This design comes from an exercise in tuning for small area and a short achievable clock period on the open sky130 flow, not from production work.
In this exercise RTL edits were held to simulation tests only and were not proved equivalent to the original.
No activity file was given, so power comes from the tool's default toggle rates.

== alpha ==
==> flow/design.v <==
module UART_TRANSMITTER(
    input clock_i,
    input reset_n_i,
    input [7:0] data_i,
    input data_write_i,
    input [5:0] data_buffer_full_tresh_i,
    input [1:0] baudrate_select_i,
    output data_buffer_full_o,
    output uart_tx_o
    );
localparam PARITY = 4'd0;
localparam STOP   = 4'd1;
localparam IDLE   = 4'd2;
localparam START  = 4'd3;
reg [5:0] count;
reg [7:0] mem [0:31];      
reg [6:0] baud;
reg [3:0] state;
reg       parity;
reg       tx;
reg [5:0] count_n;
FULL_FLAG full_flag(
    .nc(count_n),
    .th(data_buffer_full_tresh_i),
    .full(data_buffer_full_o)
    );
wire wr = data_write_i & ~data_buffer_full_o;
wire tick;
TICK_SEL tick_sel(.baud(baud), .sel(baudrate_select_i), .tick(tick));
wire rd = tick & (state == STOP);
wire empty = (count == 6'd0);
wire [5:0] count_next;
COUNT_NEXT count_step(.count(count), .wr(wr), .rd(rd), .next(count_next));
wire [6:0] baud_up;
genvar k;
generate
for (k = 0; k < 7; k = k + 1) begin : bu
    if (k == 0) begin : b0
        assign baud_up[k] = ~baud[k];
    end else begin : bk
        assign baud_up[k] = baud[k] ^ (&baud[k-1:0]);
    end
end
endgenerate
integer i;
always @(posedge clock_i) begin
    if (wr) begin
        mem[1] <= data_i;
        for (i = 2; i < 32; i = i + 1)
            mem[i] <= mem[i-1];
        mem[0] <= mem[31];
    end
end
wire [31:0] entry_sel;
DECODE32 decode(.a(count[4:0]), .y(entry_sel));
reg [7:0] oldest;
wire [7:0] oldest_next;
genvar g, h;
generate
for (h = 0; h < 8; h = h + 1) begin : rb
    wire [31:0] column;
    for (g = 0; g < 32; g = g + 1) begin : cl
        assign column[g] = mem[g][h];
    end
    SELECT32 select(.d(column), .s(entry_sel), .y(oldest_next[h]));
end
endgenerate
always @(posedge clock_i)
    oldest <= oldest_next;
wire bit_now = oldest[state[2:0]];
always @(posedge clock_i) begin
    if (~reset_n_i) begin
        count <= 6'd0;
        count_n <= 6'h3f;
        baud <= 7'd0;
        state <= IDLE;
        tx <= 1'b1;
    end else begin
        count <= count_next;
        count_n <= ~count_next;
        baud <= baud_up;
        if (tick & (state != IDLE | ~empty))
            state <= (state == START) ? 4'd8 : state + 4'd1;
        tx <= state[3] ? bit_now : (state == PARITY) ? parity : (state != START);
    end
end
always @(posedge clock_i) begin
    if (state == START)
        parity <= 1'b0;
    else if (tick & state[3])
        parity <= parity ^ bit_now;
end
assign uart_tx_o = tx;
endmodule
module DECODE32(
    input [4:0] a,
    output [31:0] y
    );
assign y = 32'd1 << a;
endmodule
module SELECT32(
    input [31:0] d,
    input [31:0] s,
    output y
    );
wire [10:0] n;
genvar g;
generate for (g = 0; g < 10; g = g + 1) begin : a3
    AOI222 a(.a1(d[3*g]), .a2(s[3*g]), .b1(d[3*g+1]), .b2(s[3*g+1]),
             .c1(d[3*g+2]), .c2(s[3*g+2]), .y(n[g]));
end endgenerate
AOI22 a2(.a1(d[30]), .a2(s[30]), .b1(d[31]), .b2(s[31]), .y(n[10]));
assign y = ~&n;
endmodule
module AOI222(input a1, input a2, input b1, input b2, input c1, input c2, output y);
assign y = ~(a1 & a2 | b1 & b2 | c1 & c2);
endmodule
module AOI22(input a1, input a2, input b1, input b2, output y);
assign y = ~(a1 & a2 | b1 & b2);
endmodule
module FULL_FLAG(
    input [5:0] nc,
    input [5:0] th,
    output full
    );
wire [4:0] ng, np;
wire gt10, gt32, p32_n, gt30_n, gt;
NAND2 g0(.a(th[0]), .b(nc[0]), .y(ng[0]));
NAND2 g1(.a(th[1]), .b(nc[1]), .y(ng[1]));
NAND2 g2(.a(th[2]), .b(nc[2]), .y(ng[2]));
NAND2 g3(.a(th[3]), .b(nc[3]), .y(ng[3]));
NAND2 g4(.a(th[4]), .b(nc[4]), .y(ng[4]));
NOR2 p1(.a(th[1]), .b(nc[1]), .y(np[1]));
NOR2 p2(.a(th[2]), .b(nc[2]), .y(np[2]));
NOR2 p3(.a(th[3]), .b(nc[3]), .y(np[3]));
NOR2 p4(.a(th[4]), .b(nc[4]), .y(np[4]));
assign np[0] = 1'b0;
OAI21 c10(.a1(np[1]), .a2(ng[0]), .b(ng[1]), .y(gt10));
OAI21 c32(.a1(np[3]), .a2(ng[2]), .b(ng[3]), .y(gt32));
NOR2 q32(.a(np[3]), .b(np[2]), .y(p32_n));    
AOI21 c30(.a1(p32_n), .a2(gt10), .b(gt32), .y(gt30_n));
OAI21 c40(.a1(np[4]), .a2(gt30_n), .b(ng[4]), .y(gt));
OAI21 f(.a1(th[5]), .a2(gt), .b(nc[5]), .y(full));
endmodule
module NAND2(input a, input b, output y);
assign y = ~(a & b);
endmodule
module NOR2(input a, input b, output y);
assign y = ~(a | b);
endmodule
module OAI21(input a1, input a2, input b, output y);
assign y = ~((a1 | a2) & b);
endmodule
module AOI21(input a1, input a2, input b, output y);
assign y = ~((a1 & a2) | b);
endmodule
module TICK_SEL(
    input [6:0] baud,
    input [1:0] sel,
    output tick
    );
wire a4 = &baud[3:0];
wire a5 = a4 & baud[4];
wire a6 = a5 & baud[5];
wire a7 = a6 & baud[6];
assign tick = sel[1] ? (sel[0] ? a7 : a6) : (sel[0] ? a5 : a4);
endmodule
module COUNT_NEXT(
    input [5:0] count,
    input wr,
    input rd,
    output [5:0] next
    );
wire [5:0] cu, cd;
COUNT_CARRY carry(.count(count), .cu(cu), .cd(cd));
COUNT_PICK pick(.count(count), .cu(cu), .cd(cd), .wr(wr), .rd(rd), .next(next));
endmodule
module COUNT_CARRY(
    input [5:0] count,
    output [5:0] cu,
    output [5:0] cd
    );
genvar k;
generate
for (k = 0; k < 6; k = k + 1) begin : ud
    if (k == 0) begin : b0
        assign cu[k] = 1'b1;
        assign cd[k] = 1'b1;
    end else begin : bk
        assign cu[k] = &count[k-1:0];
        assign cd[k] = ~(|count[k-1:0]);
    end
end
endgenerate
endmodule
module COUNT_PICK(
    input [5:0] count,
    input [5:0] cu,
    input [5:0] cd,
    input wr,
    input rd,
    output [5:0] next
    );
wire inc = wr & ~rd;
wire dec = rd & ~wr;
assign next = count ^ ({6{inc}} & cu | {6{dec}} & cd);
endmodule
==> flow/config.mk <==
export PLATFORM = sky130hd
export DESIGN_NAME = UART_TRANSMITTER
export DESIGN_NICKNAME = UART_TRANSMITTER
export VERILOG_FILES = /design/flow/design.v
export SDC_FILE = /design/flow/constraint.sdc
export NUM_CORES = 4
export LEC_CHECK = 0
export CAP_MARGIN = 20
export CORE_MARGIN = 2
export CORE_UTILIZATION = 60
export CTS_BUF_LIST = sky130_fd_sc_hd__clkbuf_16
export CTS_CLUSTER_DIAMETER = 65
export CTS_CLUSTER_SIZE = 28
export GPL_TIMING_DRIVEN = 1
export SETUP_SLACK_MARGIN = 2.3
export SLEW_MARGIN = 20
export SYNTH_HIERARCHICAL = 1
==> flow/constraint.sdc <==
create_clock -name core_clock -period 4.6 [get_ports {clock_i}]
set_input_delay 0.9200 -clock core_clock [delete_from_list [all_inputs] [get_ports {clock_i}]]
set_output_delay 0.9200 -clock core_clock [all_outputs]
set_load 0.01 [all_outputs]
standard.sh (not shown) runs the stock make flow with config.mk's settings and CLKGATE_MAP_FILE= SYNTH_SCRIPT=/design/flow/synth_recipe.tcl, a recipe that flattens the netlist after the stock synthesis.
==> flow/flow/run.sh <==
#!/bin/bash
# The standard layout, with plain buf_2 cells as the port buffers and
# timing repair free to resize cells across footprints.
set -o pipefail
bash standard.sh "BUFFER_PORTS_ARGS=-buffer_cell sky130_fd_sc_hd__buf_2" MATCH_CELL_FOOTPRINT=0 finish > standard_flow.log 2>&1
alpha finished all stages; the layout is clean.
Edits applied to the flow inputs when going from alpha to beta:
- a change of CTS_CLUSTER_SIZE from 28 to 24
- a change of CTS_BUF_LIST from sky130_fd_sc_hd__clkbuf_16 to sky130_fd_sc_hd__clkbuf_8 sky130_fd_sc_hd__clkbuf_16
- a change of CTS_CLUSTER_DIAMETER from 65 to 60
- a deleted GPL_TIMING_DRIVEN that had been 1
==> comparison <==
Delta (beta minus alpha): maximum frequency about even; net switching share of the total power has decreased. Final clock period utilization by the worst path: beta vs alpha, no meaningful difference. Register-to-register slack, beta and alpha: higher on beta. Later-pin clock latency in the skew report of beta is on par with alpha. beta: no failed stages, no open violations at the end. From alpha to beta the numbers moved as follows: clock-buffer cell count shows an increase of 1; part of the power in the clock network higher; worst hold slack ~0 delta; count of buffers from port buffering barely changed.
Setup changes, beta to gamma
- SETUP_SLACK_MARGIN changed from 2.3 to 2.6
==> comparison <==
Taking beta as the reference, in gamma final routed wire length divided by cell count now sits higher, global-route wire length before repair now sits higher. gamma reports its highest signal layer in the routed design as met5 while beta reports met4. On gamma: clock group share of total power is 0.6 points higher than what beta gave. beta → gamma: count of non-filler cells in the finished layout climbed about 7%, total power density per cell area shrank by about 5.5%. Static leakage, beta and gamma: higher on gamma.
#### Input delta (delta over gamma)
- changing SETUP_SLACK_MARGIN from 2.6 to 2.0
==> results.txt <==
- delta: flow completed, timing, DRC and antenna clean
- Compared with gamma, delta has less setup slack.
- Diff gamma and delta: share of power burned in combinational logic higher in gamma
- Compared with gamma, delta shows detailed-routing wirelength on met1 lower by 1500 um.
- Looking at worst hold slack across both flows, delta is the stronger of the two, with gamma trailing.
Changes in epsilon relative to delta:
- a change of SETUP_SLACK_MARGIN from 2.0 to 2.4
- a change of CTS_CLUSTER_DIAMETER from 60 to 65
- a change of CTS_BUF_LIST from sky130_fd_sc_hd__clkbuf_8 sky130_fd_sc_hd__clkbuf_16 to sky130_fd_sc_hd__clkbuf_16
- a change of CTS_CLUSTER_SIZE from 24 to 28
--- outcome ---
epsilon went all the way through the flow, and no timing, DRC or antenna check failed.
Worst hold slack across all endpoints ended up 0.0049 ns lower on epsilon than on delta.
Relative to delta, the final instance count without filler cells measured on epsilon has increased slightly.
Re utilization of the core after routing: epsilon is 1.8 points up on delta.
Worst-margin pin slew in epsilon is 0.013 ns lower than in delta
Run comparison: epsilon standard cell with the maximum stage delay on the critical path sky130_fd_sc_hd__buf_2; delta standard cell with the maximum stage delay on the critical path sky130_fd_sc_hd__a21oi_2
delta and epsilon ended up with roughly the same clock-pin transition on the worst setup and hold timing paths.
Between delta and epsilon, arrival time at the worst endpoint decreased.
Comparing clock-net power for delta and epsilon, the smaller number came from delta.
Clock skew: delta and epsilon compared, lower one is epsilon
The aggregate routed wire length reported for epsilon is greater than that of delta by about 5.4%.

## what the ideal ports hide
The flow's constraints put no driver on any port. The routed layouts listed below were extracted and timed again, unchanged, in two steps. Step 1 (the two cells are an assumption about what drives the block):
set clk [get_ports {clock_i}]
set_driving_cell -lib_cell sky130_fd_sc_hd__clkbuf_16 $clk
set_driving_cell -lib_cell sky130_fd_sc_hd__buf_2 [delete_from_list [all_inputs] $clk]
Step 2 also shifts input and output timing later by t, the mid clock arrival at the registers, as if the neighbouring blocks saw the same clock. Slacks: no drivers / after step 1 / after step 2; pairs: no drivers / after step 1.
| run | t (ns) | setup WS [ns] | clock arrival spread, ns | worst slew at a driven data input, ns | pins driven straight from the clock port |
|---|---|---|---|---|---|
| alpha | 0.531 | 2.032 / 1.994 / 1.873 | 0.025 / 0.026 | 0.05 | 1 |
| beta | 0.526 | 2.032 / 1.994 / 1.866 | 0.019 / 0.019 | 0.05 | 1 |
| gamma | 0.540 | 2.040 / 2.008 / 1.843 | 0.019 / 0.018 | 0.04 | 1 |
| delta | 0.528 | 1.993 / 1.954 / 1.627 | 0.023 / 0.023 | 0.05 | 1 |
| epsilon | 0.539 | 2.016 / 1.984 / 1.797 | 0.014 / 0.014 | 0.05 | 1 |
After both steps setup and hold are still met in every run listed. For delta, which loses most, drivers alone change the setup slack by -0.039 ns; drivers and shift together by -0.366 ns.
